What follows belongs to an exercise in optimizing a design on an open flow for small area; a production flow would make more cautious choices.
RTL that was checked went through simulation tests only; none was proved equivalent to the original.
No activity file was given, so power comes from the tool's default toggle rates.

Design NEO, start of the top module:
module NEO (Enable, Load, clk, rst, Full, Data_out, Data_in, write_en);
==> flow/config.mk <==
export PLATFORM = sky130hd
export DESIGN_NAME = NEO
export DESIGN_NICKNAME = NEO
export VERILOG_FILES = /design/flow/design.v
export SDC_FILE = /design/flow/constraint.sdc
export NUM_CORES = 4
export LEC_CHECK = 0
export CAP_MARGIN = 20
export CORE_MARGIN = 2
export CORE_UTILIZATION = 40
export SLEW_MARGIN = 20
export SYNTH_HIERARCHICAL = 1
==> flow/constraint.sdc <==
create_clock -name core_clock -period 9.0 [get_ports {clk}]
set_input_delay 1.8000 -clock core_clock [delete_from_list [all_inputs] [get_ports {clk}]]
set_output_delay 1.8000 -clock core_clock [all_outputs]
set_load 0.01 [all_outputs]
standard.sh (not shown) runs the stock make flow with config.mk's settings and CLKGATE_MAP_FILE= SYNTH_SCRIPT=/design/flow/synth_recipe.tcl, a recipe that flattens the netlist after the stock synthesis.
==> flow/flow/run.sh <==
#!/bin/bash
# Own layout flow: the standard ORFS flow (standard.sh, unchanged
# synthesis), with these changes to the layout steps:
#  - port buffers use the smallest buffer cell (every port still gets one);
#  - ABC's buffers are removed at floorplan and global placement is not
#    timing driven (no gain-based rebuffering; timing repair still runs);
#  - clock tree built from small clock buffers, without dummy loads.
# Each step's output goes to its own log here; ORFS's own logs are under orfs/logs.
set -euo pipefail
export BUFFER_PORTS_ARGS="-buffer_cell sky130_fd_sc_hd__buf_1"
export REMOVE_ABC_BUFFERS=1
export GPL_TIMING_DRIVEN=0
export CTS_ARGS="-sink_clustering_enable -repair_clock_nets -dont_use_dummy_load -buf_list sky130_fd_sc_hd__clkbuf_4 -root_buf sky130_fd_sc_hd__clkbuf_8"
bash standard.sh synth > synth.log 2>&1
bash standard.sh finish > layout.log 2>&1
Then changed:
--- a/flow/flow/run.sh
+++ b/flow/flow/run.sh
@@ -11,4 +11,5 @@
 export REMOVE_ABC_BUFFERS=1
 export GPL_TIMING_DRIVEN=0
+export RECOVER_POWER=100
 export CTS_ARGS="-sink_clustering_enable -repair_clock_nets -dont_use_dummy_load -buf_list sky130_fd_sc_hd__clkbuf_4 -root_buf sky130_fd_sc_hd__clkbuf_8"
 bash standard.sh synth > synth.log 2>&1
Effect: Now the flow finished with max-capacitance violations, max-slew violations left. Clock power stays flat. Global-route usage is unchanged. Area after synthesis is unchanged. Register-to-register slack got worse by 0.95 ns. Synthesized cell count is unchanged. Wire length hardly moves. Sequential share of layout area is about the same.


Another version of the RTL of NEO (not shown whole).
For scale: about 1,200 cells after synthesis, roughly 65 flip-flops, about 54 I/O pins, roughly 12,000 um^2 of cells after synthesis.
clock: 9.0 ns
lec_check: 0
cap_margin: 20
core_margin: 2
core_utilization: 40
slew_margin: 20
synth_hierarchical: 1
==> flow/flow/run.sh <==
#!/bin/bash
# Own layout flow: the standard ORFS flow (standard.sh, unchanged
# synthesis), with these changes to the layout steps:
#  - port buffers use the smallest buffer cell (every port still gets one);
#  - ABC's buffers are removed at floorplan and global placement is not
#    timing driven (no gain-based rebuffering; timing repair still runs);
#  - clock tree built from small clock buffers, without dummy loads.
# Each step's output goes to its own log here; ORFS's own logs are under orfs/logs.
set -euo pipefail
export BUFFER_PORTS_ARGS="-buffer_cell sky130_fd_sc_hd__buf_1"
export REMOVE_ABC_BUFFERS=1
export GPL_TIMING_DRIVEN=0
export CTS_ARGS="-sink_clustering_enable -repair_clock_nets -dont_use_dummy_load -buf_list sky130_fd_sc_hd__clkbuf_4 -root_buf sky130_fd_sc_hd__clkbuf_8 -sink_clustering_size 30 -sink_clustering_max_diameter 200"
bash standard.sh synth > synth.log 2>&1
bash standard.sh finish > layout.log 2>&1
Rerun with:
--- a/flow/flow/run.sh
+++ b/flow/flow/run.sh
@@ -11,5 +11,5 @@
 export REMOVE_ABC_BUFFERS=1
 export GPL_TIMING_DRIVEN=0
-export CTS_ARGS="-sink_clustering_enable -repair_clock_nets -dont_use_dummy_load -buf_list sky130_fd_sc_hd__clkbuf_4 -root_buf sky130_fd_sc_hd__clkbuf_8 -sink_clustering_size 30 -sink_clustering_max_diameter 200"
+export CTS_ARGS="-sink_clustering_enable -repair_clock_nets -dont_use_dummy_load -buf_list sky130_fd_sc_hd__clkbuf_4 -root_buf sky130_fd_sc_hd__clkbuf_8"
 bash standard.sh synth > synth.log 2>&1
 bash standard.sh finish > layout.log 2>&1
Outcome: The new run went through all stages and came out clean; fmax does not change; total power does not change; clock skew stays the same; sequential share of layout area stays the same; synthesized cell count does not change; combinational power barely changes; wire length stays the same; die area does not change; cell count stays the same.
No functional check of the RTL was part of any run of this note.


Another version of the RTL of NEO (not shown whole).
For scale: about 1,200 cells after synthesis, roughly 54 I/O pins.
clock: 9.0 ns
lec_check: 0
cap_margin: 20
core_margin: 2
core_utilization: 40
slew_margin: 20
synth_hierarchical: 1
==> flow/flow/run.sh <==
#!/bin/bash
# Own layout flow: the standard ORFS flow, with the port buffers made
# with the smallest buffer cell instead of the default choice.
set -euo pipefail
export BUFFER_PORTS_ARGS="-buffer_cell sky130_fd_sc_hd__buf_1"
export REMOVE_ABC_BUFFERS=1
export GPL_TIMING_DRIVEN=0
bash standard.sh synth > synth.log 2>&1
bash standard.sh finish > layout.log 2>&1
The baseline completed without violations.
Then changed:
==> flow/flow/run.sh (replaced) <==
#!/bin/bash
# Own layout flow: the standard ORFS flow (standard.sh, unchanged
# synthesis), with these changes to the layout steps:
#  - port buffers use the smallest buffer cell (every port still gets one);
#  - ABC's buffers are removed at floorplan and global placement is not
#    timing driven (no gain-based rebuffering; timing repair still runs);
#  - clock tree built from small clock buffers, without dummy loads.
# Each step's output goes to its own log here; ORFS's own logs are under orfs/logs.
set -euo pipefail
export BUFFER_PORTS_ARGS="-buffer_cell sky130_fd_sc_hd__buf_1"
export REMOVE_ABC_BUFFERS=1
export GPL_TIMING_DRIVEN=0
export CTS_ARGS="-sink_clustering_enable -repair_clock_nets -dont_use_dummy_load -buf_list sky130_fd_sc_hd__clkbuf_4 -root_buf sky130_fd_sc_hd__clkbuf_8"
bash standard.sh synth > synth.log 2>&1
bash standard.sh finish > layout.log 2>&1
Effect: The changed run finished with timing, DRC and antenna clean. Worst setup slack is worse by 9.3 ps. Worst hold slack loses 11 ps. Sequential cell count stays the same. Die area does not change. Area after synthesis does not change. Total power is lower by about 12%. Clock power falls by 47%. Sequential power barely changes. Final cell count fell by 0.38%. Critical path depth increases by 1.


Setup of job 101:
NEO, a different RTL version from the one above (not shown whole).
For scale: about 1300 cells after synthesis, roughly 65 flip-flops, ~0.012 mm2 of cells after synthesis.
clock: 9.0 ns
lec_check: 0
cap_margin: 20
core_margin: 2
core_utilization: 60
place_density: 0.75
slew_margin: 20
synth_hierarchical: 1
==> flow/flow/run.sh <==
#!/bin/bash
# Own layout flow: the standard ORFS flow (standard.sh, unchanged
# synthesis), with these changes to the layout steps:
#  - port buffers use the smallest buffer cell (every port still gets one);
#  - ABC's buffers are removed at floorplan and global placement is not
#    timing driven (no gain-based rebuffering; timing repair still runs);
#  - clock tree built from small clock buffers, without dummy loads;
#  - no repair after global routing (its parasitic estimate is pessimistic);
#    instead the post-CTS timing repair aims 0.1 ns above zero slack.
# Each step's output goes to its own log here; ORFS's own logs are under orfs/logs.
set -euo pipefail
export BUFFER_PORTS_ARGS="-buffer_cell sky130_fd_sc_hd__buf_1"
export REMOVE_ABC_BUFFERS=1
export GPL_TIMING_DRIVEN=0
export SKIP_INCREMENTAL_REPAIR=1
export SETUP_SLACK_MARGIN=0.1
export CTS_ARGS="-sink_clustering_enable -repair_clock_nets -dont_use_dummy_load -buf_list sky130_fd_sc_hd__clkbuf_4 -root_buf sky130_fd_sc_hd__clkbuf_8"
bash standard.sh synth > synth.log 2>&1
bash standard.sh finish > layout.log 2>&1
Input-level comparison between job 102 and job 101:
- a deleted PLACE_DENSITY that had been 0.75
- a change of CORE_UTILIZATION from 60 to 40
- Job 102 and job 101 all finish clean.
- Job 101 → job 102: starting density of the core shows a reduction of 20 points; reported leakage power roughly the same; post-route clock period utilization now sits lower; area growth from synthesis to layout rose 1.2 points; share of the synthesized area in compound gates (AO/OA/AOI/OAI) held steady.
- Looking at job 102 and job 101, the combinational cell fraction of total power is a wash.
- The largest net degree at the start of global routing on job 102 is in line with that on job 101.
- Sort job 102 and job 101 by critical path depth, ascending, and job 101 comes first.
What job 103 does differently from job 102 at the input level:
--- a/flow/flow/run.sh
+++ b/flow/flow/run.sh
@@ -6,5 +6,3 @@
 #    timing driven (no gain-based rebuffering; timing repair still runs);
-#  - clock tree built from small clock buffers, without dummy loads;
-#  - no repair after global routing (its parasitic estimate is pessimistic);
-#    instead the post-CTS timing repair aims 0.1 ns above zero slack.
+#  - clock tree built from small clock buffers, without dummy loads.
 # Each step's output goes to its own log here; ORFS's own logs are under orfs/logs.
@@ -15,3 +13,3 @@
 export SKIP_INCREMENTAL_REPAIR=1
-export SETUP_SLACK_MARGIN=0.1
+export SKIP_CTS_REPAIR_TIMING=1
 export CTS_ARGS="-sink_clustering_enable -repair_clock_nets -dont_use_dummy_load -buf_list sky130_fd_sc_hd__clkbuf_4 -root_buf sky130_fd_sc_hd__clkbuf_8"
Findings:
- Job 102 -> job 103: simple logic cell fraction of the synthesized area delta 0, exact match
- The via count of the first global-routing pass on job 103 is in line with that on job 102.
- Aggregate routed wire length essentially unchanged between job 103 and job 102.
- Job 103 falls short of job 102 in post-layout minimum cycle time.
- Comparing job 103 with job 102, the buffer share of cell area came out essentially unchanged.
- Job 103 completed end to end; final checks failed (negative setup slack).
- Diff job 103..job 102 | post-detailed-route via-to-cell ratio | negligible
[inputs] job 104 vs job 103
--- a/flow/flow/run.sh
+++ b/flow/flow/run.sh
@@ -13,3 +13,3 @@
 export SKIP_INCREMENTAL_REPAIR=1
-export SKIP_CTS_REPAIR_TIMING=1
+export SETUP_SLACK_MARGIN=0.2
 export CTS_ARGS="-sink_clustering_enable -repair_clock_nets -dont_use_dummy_load -buf_list sky130_fd_sc_hd__clkbuf_4 -root_buf sky130_fd_sc_hd__clkbuf_8"
### Flow results
Relative to job 103, number of antenna diodes has increased by 1 in job 104. Looking at job 104 and job 103, the power attributed to sequential cells is a wash. Against job 103, job 104 comes in 0.6 points lower on sequential share of power. Cell area after layout went up slightly going from job 103 to job 104. Per the final summary, job 104 finished and its layout is clean on timing, DRC and antenna. On share of the final layout cell area in sequential cells, job 104 tracks job 103 almost exactly.


NEO, a different RTL version from the one above (not shown whole).
Size: roughly 65 flip-flops, roughly 54 I/O pins, ~0.012 mm2 of cells after synthesis.
## NEO
module NEO (Enable, Load, clk, rst, Full, Data_out, Data_in, write_en);
==> flow/config.mk <==
export PLATFORM = sky130hd
export DESIGN_NAME = NEO
export DESIGN_NICKNAME = NEO
export VERILOG_FILES = /design/flow/design.v
export SDC_FILE = /design/flow/constraint.sdc
export NUM_CORES = 4
export LEC_CHECK = 0
export CAP_MARGIN = 20
export CORE_MARGIN = 2
export CORE_UTILIZATION = 40
export SLEW_MARGIN = 20
export SYNTH_HIERARCHICAL = 1
==> flow/constraint.sdc <==
create_clock -name core_clock -period 9.0 [get_ports {clk}]
set_input_delay 1.8000 -clock core_clock [delete_from_list [all_inputs] [get_ports {clk}]]
set_output_delay 1.8000 -clock core_clock [all_outputs]
set_load 0.01 [all_outputs]
==> flow/flow/run.sh <==
#!/bin/bash
# Own layout flow: the standard ORFS flow, with the port buffers made
# with the smallest buffer cell instead of the default choice.
set -euo pipefail
export BUFFER_PORTS_ARGS="-buffer_cell sky130_fd_sc_hd__buf_1"
export REMOVE_ABC_BUFFERS=1
export GPL_TIMING_DRIVEN=0
bash standard.sh synth > synth.log 2>&1
bash standard.sh finish > layout.log 2>&1
Next try:
==> flow/run.sh (new file) <==
#!/bin/bash
# synth_recipe.tcl (not shown) runs the flow's synth.tcl, then flattens the netlist and writes it again
# the make line also repeats each setting of config.mk as NAME=value (left out here)
make -C /OpenROAD-flow-scripts/flow DESIGN_CONFIG=/design/flow/config.mk WORK_HOME=/design/flow/orfs CLKGATE_MAP_FILE= SYNTH_SCRIPT=/design/flow/synth_recipe.tcl finish
removed: flow/flow/run.sh
removed: flow/standard.sh
Effect: Final area rises by about 4%; maximum frequency is higher by about 0.45%; via count is higher by 1.1%; first-iteration DRC count came out higher by 20%.
Next try:
--- a/flow/config.mk
+++ b/flow/config.mk
@@ -6,7 +6,7 @@
 export NUM_CORES = 4
 export LEC_CHECK = 0
-export CAP_MARGIN = 20
+export CAP_MARGIN = 0
 export CORE_MARGIN = 2
 export CORE_UTILIZATION = 40
-export SLEW_MARGIN = 20
+export SLEW_MARGIN = 0
 export SYNTH_HIERARCHICAL = 1
What happened:
- final cell count does not change
- utilization stays flat
- design area hardly moves
- sequential power hardly moves
- worst setup slack stays flat
- register-to-register slack degrades by 0.02 ns
- hold slack does not change

-- static timing again, ports no longer ideal --
How much do the figures lean on ideal ports? The routed layouts below were timed once more, with nothing changed but the port constraints. Step 1: set_driving_cell puts a clkbuf_16 on clk and a buf_2 on each other input, an assumption about the parent block. Step 2 moves the port delays by t, midway between the first and last clock arrival at a register: inputs arrive t later, outputs are due t later. That takes back most of the time a late clock gives input paths. Slacks: ideal / step 1 / step 2; pairs: ideal / step 1.
| run | t, ns | setup WS [ns] | worst setup path after step 2 | clock arrival spread, ns | worst slew at a driven data input, ns |
|---|---|---|---|---|---|
| the first run of note 1 | 0.378 | 0.306 / 0.271 / 0.649 | register to output | 0.021 / 0.021 | 0.03 |
| the second run of note 1 | 0.377 | 0.305 / 0.271 / 0.647 | register to output | 0.021 / 0.021 | 0.03 |
| the first run of note 2 | 0.372 | 0.390 / 0.356 / 0.728 | register to output | 0.022 / 0.022 | 0.03 |
| the second run of note 2 | 0.372 | 0.390 / 0.356 / 0.728 | register to output | 0.022 / 0.022 | 0.03 |
| the first run of note 3 | 0.360 | 0.423 / 0.386 / 0.746 | register to output | 0.008 / 0.008 | 0.03 |
| the second run of note 3 | 0.353 | 0.413 / 0.381 / 0.734 | register to output | 0.024 / 0.024 | 0.03 |
| job 101 | 0.374 | 0.155 / 0.124 / 0.498 | register to output | 0.027 / 0.028 | 0.03 |
| job 102 | 0.369 | 0.211 / 0.178 / 0.547 | register to output | 0.025 / 0.026 | 0.03 |
| job 103 | 0.367 | -0.719 / -0.753 / -0.385 | register to output | 0.023 / 0.023 | 0.03 |
| job 104 | 0.370 | 0.244 / 0.211 / 0.582 | register to output | 0.021 / 0.021 | 0.03 |
| the first run of note 5 | 0.352 | 0.278 / 0.246 / 0.598 | register to output | 0.012 / 0.012 | 0.03 |
| the second run of note 5 | 0.357 | 0.317 / 0.283 / 0.640 | register to output | 0.006 / 0.007 | 0.04 |
| the third run of note 5 | 0.357 | 0.317 / 0.283 / 0.640 | register to output | 0.006 / 0.007 | 0.04 |
